This is an optimization exercise on Yosys and OpenROAD, whose aim is small area, not a production implementation.
At most, simulation tests tie the RTL to the original design; equivalence was not proved.
Only the layout flow was run in run 2; the RTL was not checked for function there.
Power figures rest on the tool's default switching activity, not on a simulated workload.

$ cat flow/run.sh
#!/bin/bash
# synth_recipe.tcl (not shown) runs the flow's synth.tcl, then flattens the netlist and writes it again
# the make line also repeats each setting of config.mk as NAME=value (left out here)
make -C /OpenROAD-flow-scripts/flow DESIGN_CONFIG=/design/flow/config.mk WORK_HOME=/design/flow/orfs CLKGATE_MAP_FILE= SYNTH_SCRIPT=/design/flow/synth_recipe.tcl finish
$ cat flow/config.mk
export PLATFORM = sky130hd
export DESIGN_NAME = my_watch
export DESIGN_NICKNAME = my_watch
export VERILOG_FILES = /design/flow/design.v
export SDC_FILE = /design/flow/constraint.sdc
export NUM_CORES = 4
export LEC_CHECK = 0
export CAP_MARGIN = 20
export CORE_MARGIN = 2
export CORE_UTILIZATION = 40
export SLEW_MARGIN = 20
$ cat flow/constraint.sdc
create_clock -name core_clock -period 10.0 [get_ports {clk}]
set_input_delay 2.0000 -clock core_clock [delete_from_list [all_inputs] [get_ports {clk}]]
set_output_delay 2.0000 -clock core_clock [all_outputs]
set_load 0.01 [all_outputs]
$ cat flow/design.v
module my_watch(clk, rst, key_reset, key_start_pause, key_display_stop,
    hex0, hex1, hex2, hex3, hex4, hex5
    );
    input clk, rst, key_reset, key_start_pause, key_display_stop;
    output [6:0] hex0, hex1, hex2, hex3, hex4, hex5;
    wire fire_r, fire_s, fire_d;
    debounce u_dr(.clk(clk), .rst(rst), .key(key_reset),        .fire(fire_r));
    debounce u_ds(.clk(clk), .rst(rst), .key(key_start_pause),  .fire(fire_s));
    debounce u_dd(.clk(clk), .rst(rst), .key(key_display_stop), .fire(fire_d));
    reg run, disp;
    reg [3:0] div;
    wire clr    = rst | fire_r;
    wire run_n  = ~rst & ((run & ~fire_r) ^ fire_s);
    wire disp_n = rst | ((disp | fire_r) ^ fire_d);
    wire load   = clr | disp_n;
    always @(posedge clk) begin
        run  <= run_n;
        disp <= disp_n;
    end
    wire div9 = div[3] & div[0];
    wire tick = run_n & div9 & ~clr;
    wire [3:0] div_inc = {div[3] & ~div[0] | div[2] & div[1] & div[0],
                          div[2] ^ (div[1] & div[0]),
                          ~div[3] & (div[1] ^ div[0]),
                          ~div[0]};
    always @(posedge clk)
        if (clr)        div <= {3'b000, run_n};
        else if (run_n) div <= div_inc;
    wire c0, c1, c2, c3, c4, c5;
    wire [3:0] ms_lo, ms_hi, s_lo, m_lo, m_hi;
    wire [2:0] s_hi;
    wire [3:0] ms_lo_n, ms_hi_n, s_lo_n, m_lo_n, m_hi_n;
    wire [2:0] s_hi_n;
    digit10 u_ms_lo(.clk(clk), .clr(clr), .en(tick), .q(ms_lo), .d(ms_lo_n), .co(c0));
    digit10 u_ms_hi(.clk(clk), .clr(clr), .en(c0),   .q(ms_hi), .d(ms_hi_n), .co(c1));
    digit10 u_s_lo (.clk(clk), .clr(clr), .en(c1),   .q(s_lo),  .d(s_lo_n),  .co(c2));
    digit6  u_s_hi (.clk(clk), .clr(clr), .en(c2),   .q(s_hi),  .d(s_hi_n),  .co(c3));
    digit10 u_m_lo (.clk(clk), .clr(clr), .en(c3),   .q(m_lo),  .d(m_lo_n),  .co(c4));
    digit10 u_m_hi (.clk(clk), .clr(clr), .en(c4),   .q(m_hi),  .d(m_hi_n),  .co(c5));
    reg [3:0] d_ms_lo, d_ms_hi, d_s_lo, d_m_lo, d_m_hi;
    reg [2:0] d_s_hi;
    always @(posedge clk)
        if (load) begin
            d_ms_lo <= ms_lo_n;
            d_ms_hi <= ms_hi_n;
            d_s_lo  <= s_lo_n;
            d_s_hi  <= s_hi_n;
            d_m_lo  <= m_lo_n;
            d_m_hi  <= m_hi_n;
        end
    seg10 LED8_minute_display_high(d_m_hi, hex5);
    seg10 LED8_minute_display_low(d_m_lo, hex4);
    seg6  LED8_second_display_high(d_s_hi, hex3);
    seg10 LED8_second_display_low(d_s_lo, hex2);
    seg10 LED8_msecond_display_high(d_ms_hi, hex1);
    seg10 LED8_msecond_display_low(d_ms_lo, hex0);
endmodule
module debounce(clk, rst, key, fire);
    input clk, rst, key;
    output fire;
    reg [7:0] c;
    wire idle = (c == 8'd0);
    wire term = c[7] & c[6] & c[2] & c[1] & c[0];    
    assign fire = term & key;
    always @(posedge clk)
        if (rst | fire)   c <= 8'd0;
        else if (term)    c <= 8'd1;
        else if (idle)    c <= key ? 8'd0 : 8'd2;
        else              c <= c + 8'd1;
endmodule
module digit10(clk, clr, en, q, d, co);
    input clk, clr, en;
    output reg [3:0] q;
    output [3:0] d;
    output co;
    wire [3:0] inc = {q[3] & ~q[0] | q[2] & q[1] & q[0],
                      q[2] ^ (q[1] & q[0]),
                      ~q[3] & (q[1] ^ q[0]),
                      ~q[0]};
    assign co = en & q[3] & q[0];
    assign d = clr ? 4'd0 : en ? inc : q;
    always @(posedge clk) q <= d;
endmodule
module digit6(clk, clr, en, q, d, co);
    input clk, clr, en;
    output reg [2:0] q;
    output [2:0] d;
    output co;
    wire [2:0] inc = {q[2] ? ~q[0] : q[1] & q[0],
                      ~q[2] & (q[1] ^ q[0]),
                      ~q[0]};
    assign co = en & q[2] & q[0];
    assign d = clr ? 3'd0 : en ? inc : q;
    always @(posedge clk) q <= d;
endmodule
module seg10(d, s);
    input [3:0] d;
    output [6:0] s;
    wire one  = ~d[3] & ~d[2] & ~d[1] & d[0];
    wire four = d[2] & ~d[1] & ~d[0];
    assign s[0] = one | four;
    assign s[1] = d[2] & (d[1] ^ d[0]);
    assign s[2] = ~d[2] & d[1] & ~d[0];
    assign s[3] = one | four | d[2] & d[1] & d[0];
    assign s[4] = d[0] | d[2] & ~d[1];
    assign s[5] = d[1] & d[0] | ~d[3] & ~d[2] & (d[1] | d[0]);
    assign s[6] = ~d[3] & ~d[2] & ~d[1] | d[2] & d[1] & d[0];
endmodule
module seg6(d, s);
    input [2:0] d;
    output [6:0] s;
    wire one_four = ~d[2] & ~d[1] & d[0] | d[2] & ~d[0];
    assign s[0] = one_four;
    assign s[1] = d[2] & d[0];
    assign s[2] = d[1] & ~d[0];
    assign s[3] = one_four;
    assign s[4] = d[0] | d[2];
    assign s[5] = ~d[2] & (d[1] | d[0]);
    assign s[6] = ~d[2] & ~d[1];
endmodule
==> results.yml, run 1 <==
timing:
  rsz0062_at_grt: "no"
  worst_slew_pin_slew_ps: 946.1
  layout_min_cycle_time_ps: 4263
  final_max_slew_viol_count: 0
  finalHoldViolCount: 0
  max_slew_margin_pct: 36.93
  clock_skew_ps: 10.85
  maxClockFrequency_mhz: 234.6
  finalCritPeriodShare_pct: 42.63
  setup_viol: 0
  setup-tns-final_ps: 0
die:
  die_w_um: 102.1
  num_rows: 35
  ios: 47
  coreArea_sq_um: 9284
  initial_utilization_pct: 41.43
  die_h_um: 102.1
  die_area_sq_um: 10420
power:
  p_seq_share_pct: 52.2
  pwr-share-clk_pct: 42.6
  finalPower_mw: 0.6223
  p_sw_mw: 0.1385
  peakVddDrop_mv: 0.06503
  p_int_mw: 0.4838
  sw_frac_of_total_pct: 22.26
  p_comb_share_pct: 5.2
  power.density_nw_per_um2: 134.8
  power_leakage_nw: 1.812
critical_path:
  worstPathBufferInverterCount: 1
  crit_type: "input port to register"
  slowest_delay_ps: 790
  cp.required_ps: 9970
  cp-end-kind: "register"
  crit_family: "simple AND/OR/NAND/NOR gates"
  cp_data_arrival_time_ps: 4230
  worstPathCellList: "clkdlybuf4s50_1 -> nand3_1 -> nor2_1 -> or2_2 -> or3_1"
  crit_fanout: 23
  slowest_stage: "or3_1"
  cp-start-kind: "input port"
logic_synthesis:
  synthArstFlopShare_pct: 0
  synth_edf_count: 24
  yosysUniqueCellTypes: 48
  synth_seq_area_share_pct: 45.80
  synthesis.nets: 432
  yosys-top-cells-area: "dfxtp_1, edfxtp_1, ha_1, nor2_1, xnor2_1"
  yosysWarningCount: 4
  avgSynthCellArea_sq_um: 9.520
  ys_ff_latch: 76
  synth.top_cell.area_share_pct: 27.07
  synth_top_cell_by_area: "dfxtp_1"
  syn_inst: 404
  netlist_area_sq_um: 3846
  synth-main-ff-cell: "dfxtp_1"
placement:
  routabilityCongestion: 0.7693
  hpwl_mm: 5.075
  io_buffers: 46
clocking:
  cts_buffers: 9
  clkTransAtPathRegs_ps: 80
  clock-sinks: 76
  cts_max_level: 3
  cts_tree: "yes"
  worstSkewPairLatency_ps: 350
  clockBufferDepth: 2
  post_cts_buffers: 0
  post_cts_resized: 0
  cts_hold_buf: 0
  root_buffer: "clkbuf_8"
routing:
  dr.pass1.iters: 4
  ant_nets: 0
  drc: 0
  wl_per_cell_um: 11.85
  via_per_inst: 4.983
  vias: 2880
  drt_iter0_markers: 60
  routed_wl_mm: 6.852
layout:
  nNetsFinal: 472
  area_growth_pct: 20.04
  drive_above_1_share_pct: 8.018
  num_antenna_cells: 0
hold_path:
  hold_path_class: "register to register"
flow_run:
  maxCapViolCount: 0
status:
  status: "timing/DRC/antenna clean"
global_routing:
  grt_max_degree: 24
  antenna_found_initial: 0
  grtUsageTotal_pct: 14.51
  overflow: 0
  grt_pass1_vias: 2739
  grt_pass1_wl_mm: 12.04
state kept, by name, indices dropped and copies added, names as in the netlist, named ones only:
signal / cells
u_ms_hi.q: 4
d_ms_lo: 4
u_m_lo.q: 4
u_ds.c: 8
disp: 1
d_s_hi: 3
u_dd.c: 8
div: 3
u_s_hi.q: 3
run: 1
d_ms_hi: 4
d_m_lo: 4
d_m_hi: 4
u_m_hi.q: 4
u_dr.c: 8
u_s_lo.q: 4
d_s_lo: 4
u_ms_lo.q: 4
per-stage QoR:
step | setup WS [ps] | std cells | cell area, sq um | hold WS (ps) | util [%]
after global placement | 5333 | 562 | 4385 | 469.5 | 47.24
after CTS | 5679 | 578 | 4617 | 489.4 | 49.73
after floorplan | 6258 | 404 | 3846 | 448.8 | -
after global routing | 5472 | 578 | 4617 | 501.8 | 49.73
final | 5737 | 578 | 4617 | 489.7 | 49.73
after detailed placement | 5300 | 562 | 4385 | 475.8 | 47.24
area by class of cell:
| type | count | area (sq um) |
|---|---|---|
| clock buffers | 10 | 137.6 |
| clock inverters | 6 | 93.84 |
| fillers | 932 | 4667 |
| inverters | 22 | 82.58 |
| multi-input cells | 288 | 1912 |
| flip-flops and latches | 76 | 1762 |
| well taps | 129 | 161.4 |
| repair buffers | 47 | 467.9 |
synth_stat cells, types with 11 or more instances:
cell type and count:
dfxtp_1 52, nor2_1 43, edfxtp_1 24, ha_1 23, nand2_1 23, inv_1 22
a21oi_1 19, nand3_1 19, nor3_1 19, clkbuf_1 14, xnor2_1 14, o21ai_0 11
cell families after synthesis:
kind of cell / share of synthesized area [%]
AOI/OAI and AO/OA: 10.67
xor gates and xnor gates: 5.010
adders and majority gates: 7.482
buffers and inverters: 4.489
DFF: 45.80
muxes: 2.635
and+or+nand+nor: 23.91
per-layer routing:
metal	GRT usage (%)	vias up	wire length, um
li1	-	1511	-
met1	18.84	1300	3314
met2	23.18	53	3108
met3	2.873	16	262
met4	7.179	0	167
met5	0	-	0
worst register-to-register path: stages, from the launching register on:
cell	delay, ps
dfxtp_1	410
nand3_1	150
nor2_1	380
or2_2	410
or3_1	790
cells in the final DEF (no fill, tap or decap), types with 4 or more instances in the layout:
cell	count
inv_1	22
o31ai_1	10
a21o_1	7
clkdlybuf4s50_1	46
o21ai_0	11
nor3_1	19
a21oi_1	19
nand2_1	23
clkbuf_8	10
xor2_1	8
nand4b_1	4
or2_2	9
nor4_1	4
nor2_1	43
edfxtp_1	24
mux2i_1	9
a31oi_1	4
ha_1	23
and2_1	7
and3_1	8
nand3_1	19
dfxtp_1	52
xnor2_1	14
or3_1	6
worst paths after layout:
check | start | end | slack (ps) | depth (start not counted)
hold / removal | div[1] | div[1] | 490 | 2
hold reg to reg | div[1] | div[1] | 490 | 2
setup / recovery | key_reset | d_m_hi[2] | 5740 | 5
setup reg to reg | u_dr.c[6] | d_m_hi[2] | 7470 | 4
power by group through the flow:
stage | registers, mW | clock network, mW | logic [mW]
finish | 0.325 | 0.265 | 0.0321
global route | 0.326 | 0.285 | 0.0381
CTS | 0.325 | 0.273 | 0.0327
detailed placement | 0.332 | 0 | 0.0326
global placement | 0.332 | 0 | 0.0318
floorplan | 0.331 | 0 | 0.0256
==> run 2: changes to the inputs <==
--- a/flow/design.v
+++ b/flow/design.v
@@ -58,15 +58,15 @@
 module debounce(clk, rst, key, fire);
     input clk, rst, key;
     output fire;
-    reg [7:0] c;
-    wire idle = (c == 8'd0);
-    wire term = c[7] & c[6] & c[2] & c[1] & c[0];    
+    reg [7:0] s;
+    wire idle = ~(s[0] | s[1] | s[2] | s[4] | s[5] | s[7]);
+    wire term = ~s[7] & s[6] & ~s[5] & s[3] & ~s[2] & ~s[1] & ~s[0];
+    wire fb   = s[7] ^ s[2];
     assign fire = term & key;
     always @(posedge clk)
-        if (rst | fire)   c <= 8'd0;
-        else if (term)    c <= 8'd1;
-        else if (idle)    c <= key ? 8'd0 : 8'd2;
-        else              c <= c + 8'd1;
+        if (rst)       s <= 8'h00;
+        else if (term) s <= {~key, 7'b0};
+        else           s <= {s[6:0], fb | (idle & ~key)};
 endmodule
 module digit10(clk, clr, en, q, d, co);
     input clk, clr, en;
==> flow/flow/run.sh (new file) <==
#!/bin/bash
# Own layout flow: the standard ORFS flow with
#  - synthesis mapped by ABC with an area-oriented script (flow/abc_area.script),
#    all else in synthesis as standard.sh does it (same registers and names);
#  - port buffers of the smallest buffer cell;
#  - clock tree from small clock buffers without dummy loads.
# Each step's full output goes to a log file in the work folder.
set -euo pipefail
W=$(pwd)
rm -rf "$W/scripts_area"
cp -r "$FLOW_HOME/scripts" "$W/scripts_area"
cp "$W/flow/abc_area.script" "$W/scripts_area/abc_area.script"

bash standard.sh SCRIPTS_DIR="$W/scripts_area" ABC_AREA=1 synth > "$W/synth.log" 2>&1

bash standard.sh \
  BUFFER_PORTS_ARGS="-buffer_cell sky130_fd_sc_hd__buf_1" \
  CTS_ARGS="$(cat "$W/flow/cts_args")" \
  finish > "$W/layout.log" 2>&1
==> flow/flow/abc_area.script (new file) <==
strash
&get -n
&st
&dch
&nf -R 1000
&put
topo
==> flow/flow/cts_args (new file) <==
-sink_clustering_enable -repair_clock_nets -dont_use_dummy_load -buf_list {sky130_fd_sc_hd__clkbuf_4 sky130_fd_sc_hd__clkbuf_8} -root_buf sky130_fd_sc_hd__clkbuf_8
==> flow/standard.sh (new file) <==
#!/bin/bash
# synth_recipe.tcl (not shown) runs the flow's synth.tcl, then flattens the netlist and writes it again
# the make line also repeats each setting of config.mk as NAME=value (left out here)
make -C /OpenROAD-flow-scripts/flow DESIGN_CONFIG=/design/flow/config.mk WORK_HOME=/design/flow/orfs CLKGATE_MAP_FILE= SYNTH_SCRIPT=/design/flow/synth_recipe.tcl "${@:-finish}"
removed: flow/run.sh
==> run 2 against run 1 <==
Synthesized area shrank 19%. Wire length fell by 25%. Die area decreased by 18%. Synthesized cell count fell by 25%. Power decreased by 20%. Critical path type unchanged. Critical endpoint unchanged. Largest power group unchanged. Highest routed layer unchanged.
==> results.yml, run 2 <==
clocking:
  worstSkewPairLatency_ps: 340
  clock-sinks: 76
  cts_tree: "yes"
  cts_hold_buf: 0
  cts_max_level: 3
  clockBufferDepth: 2
  clkTransAtPathRegs_ps: 70
  post_cts_buffers: 0
  cts_buffers: 9
  root_buffer: "clkbuf_8"
  post_cts_resized: 0
layout:
  nNetsFinal: 378
  nFillCells: 718
  final_common_cell: "dfxtp_1"
  reg_top3: "u_dd.s: 8 flops, u_dr.s: 8 flops, u_ds.s: 8 flops"
  mostFrequentLayoutCells: "dfxtp_1, buf_1, a21oi_1, edfxtp_1, nor3_1"
  post-route-cell-area_sq_um: 3535
  fin_cells: 456
  area_growth_pct: 13.09
  regArea_sq_um: 1762
  multi_input_area_sq_um: 1285
  num_antenna_cells: 0
  final_core_utilization_pct: 46.22
  drive_above_1_share_pct: 2.542
logic_synthesis:
  synthesis.nets: 323
  synth-xor-area-share_pct: 0.8407
  netlist_area_sq_um: 3125
  synthArstFlopShare_pct: 0
  synth_compound_area_share_pct: 10.89
  ys_ff_latch: 76
  synth.top_cell.area_share_pct: 33.31
  syn_inst: 301
  yosysUniqueCellTypes: 29
  synth_edf_count: 24
  synthSimpleGateAreaFrac_pct: 22.22
  synth.most_common_cell: "dfxtp_1"
  synthMuxAreaShare_pct: 0.3603
  synth_top_family_by_area: "simple AND/OR/NAND/NOR gates"
  synth_adder_area_share_pct: 6.805
  synth_seq_area_share_pct: 56.37
  synth-main-ff-cell: "dfxtp_1"
  synth_top_cell_by_area: "dfxtp_1"
  yosys-top-cells-area: "dfxtp_1, edfxtp_1, ha_1, a21oi_1, nor3_1"
  avgSynthCellArea_sq_um: 10.38
  yosysWarningCount: 4
  synth_top_cells_by_count: "dfxtp_1, a21oi_1, edfxtp_1, nor3_1, nor2_1"
die:
  ios: 47
  die_h_um: 92.40
  die_area_sq_um: 8537
  num_rows: 32
  die_w_um: 92.40
  coreArea_sq_um: 7647
  initial_utilization_pct: 40.87
global_routing:
  grtUsageTotal_pct: 13.03
  grt_max_degree: 25
  globalRouteMet3Util_pct: 2.685
  grt_pass1_vias: 2028
  met1_usage_pct: 17.82
  antenna_found_initial: 0
  overflow: 0
  grt_pass1_wl_mm: 8.907
  use_met2_pct: 19.34
  busiest_layer: "met2"
routing:
  ant_nets: 0
  drt_iter0_markers: 79
  wl_per_cell_um: 11.24
  dr.pass1.iters: 4
  vias: 2237
  routed_wl_mm: 5.126
  drc: 0
  via_per_inst: 4.906
timing:
  finalHoldViolCount: 0
  final_max_slew_viol_count: 0
  setup-tns-final_ps: 0
  worst_slew_pin_slew_ps: 1039
  layout_min_cycle_time_ps: 5469
  clock_skew_ps: 22.31
  hold_slack_ps: 453.4
  setup_viol: 0
  rsz0062_at_grt: "no"
  maxClockFrequency_mhz: 182.9
  finalCritPeriodShare_pct: 54.69
  timing.final.ws_setup_ps: 4531
  max_slew_margin_pct: 30.58
power:
  power.density_nw_per_um2: 141.6
  peakVddDrop_mv: 0.08435
  power_leakage_nw: 1.381
  finalPower_mw: 0.5005
critical_path:
  cp.required_ps: 10050
  worstPathCellList: "buf_1 -> nor2_1 -> and3_1 -> and3_1 -> and2_0 -> and3_1 -> and3_1 -> and3_1 -> and2_0 -> nand3_1 -> xor2_1 -> nor2_1"
  path_common_cell: "and3_1"
  ff2ff_setup_slack_ps: 5270
  crit_family: "simple AND/OR/NAND/NOR gates"
  cp-end-kind: "register"
  cp-start-kind: "input port"
  crit_type: "input port to register"
  crit_fanout: 24
  worstPathBufferInverterCount: 1
  cp_data_arrival_time_ps: 5520
  slowest_delay_ps: 510
  slowest_stage: "nor2_1"
status:
  status: "timing/DRC/antenna clean"
flow_run:
  maxCapViolCount: 0
placement:
  io_buffers: 46
  dp_cells: 447
  dp_slack_ps: 4232
  routabilityCongestion: 0.7689
  hpwl_mm: 3.543
  dpl-instance-area_sq_um: 3411
hold_path:
  hold_path_class: "register to register"
==> run 2: cell count changes in the layout (fill, tap and decap cells not counted), moves of 10 or more <==
cell	change
buf_1	+46
clkdlybuf4s50_1	-46
nor2_1	-25
inv_1	-22
clkinv_1	+17
and2_0	+15
xnor2_1	-12
a21oi_1	+11
nor2b_1	+11
nand3_1	-10
o31ai_1	-10
==> run 2: kinds of logic after synthesis <==
| family | after synthesis |
|---|---|
| and+or+nand+nor | 129 |
| DFF | 76 |
| AOI/OAI and AO/OA | 56 |
| muxes | 1 |
| xor gates and xnor gates | 3 |
| adders and majority gates | 17 |
| buffers and inverters | 19 |
==> run 2: layout make-up <==
class,instances,area share (%)
Multi-Input combinational cell,206,36.35
Inverter,17,1.805
Tap cell,102,3.611
Clock buffer,9,3.504
Timing Repair Buffer,46,4.885
Sequential cell,76,49.84
==> run 2: layer usage <==
layer	vias up	share of wire [%]	wire length (um)
li1	1181	-	-
met1	998	52	2670
met2	51	42	2144
met3	7	4.2	213
met4	0	1.9	97
met5	-	0	0
==> run 2: report_power, final <==
part           total [mW]  internal [mW]  switching, mW
sequential          0.320          0.319        0.00164
combinational     0.00949        0.00370        0.00579
clock               0.171         0.0802         0.0904
total               0.500          0.403         0.0978
==> run 2: final timing paths <==
| check | start | endpoint | cells after the start |
|---|---|---|---|
| setup reg to reg | u_dr.s[7] | d_m_hi[2] | 17 |
| setup / recovery | rst | d_m_hi[2] | 12 |
| hold / removal | u_ds.s[3] | u_ds.s[4] | 1 |
| hold reg to reg | u_ds.s[3] | u_ds.s[4] | 1 |

afterwards: timing with drivers on the ports:
The results above use ideal ports. As a check the final layouts listed here were re-extracted and re-timed, cells and wires unchanged.
Step 1 sets driving cells, clkbuf_16 on the clock port and buf_2 on the other inputs (assumed; they add their load-dependent delay and slew).
Step 2 times the ports against the registers' clock, not the clock port: input delays grow and output delays shrink by t, the midpoint of the rising clock arrivals with the driver on.
Three values: ideal, step 1, step 2; two values: the first two.
| run | t, ns | setup slack, ns | clock arrival spread, ns | worst register clock-pin slew, ns | worst slew at a driven data input, ns |
|---|---|---|---|---|---|
| run 1 | 0.372 | 5.737 / 5.745 / 5.372 | 0.011 / 0.011 | 0.09 / 0.09 | 0.03 |
| run 2 | 0.358 | 4.531 / 4.540 / 4.182 | 0.022 / 0.022 | 0.08 / 0.08 | 0.03 |
After both steps every run listed still meets setup and hold. The setup slack of run 1, which loses most, moves by +0.008 ns with the drivers and by -0.365 ns with both steps.
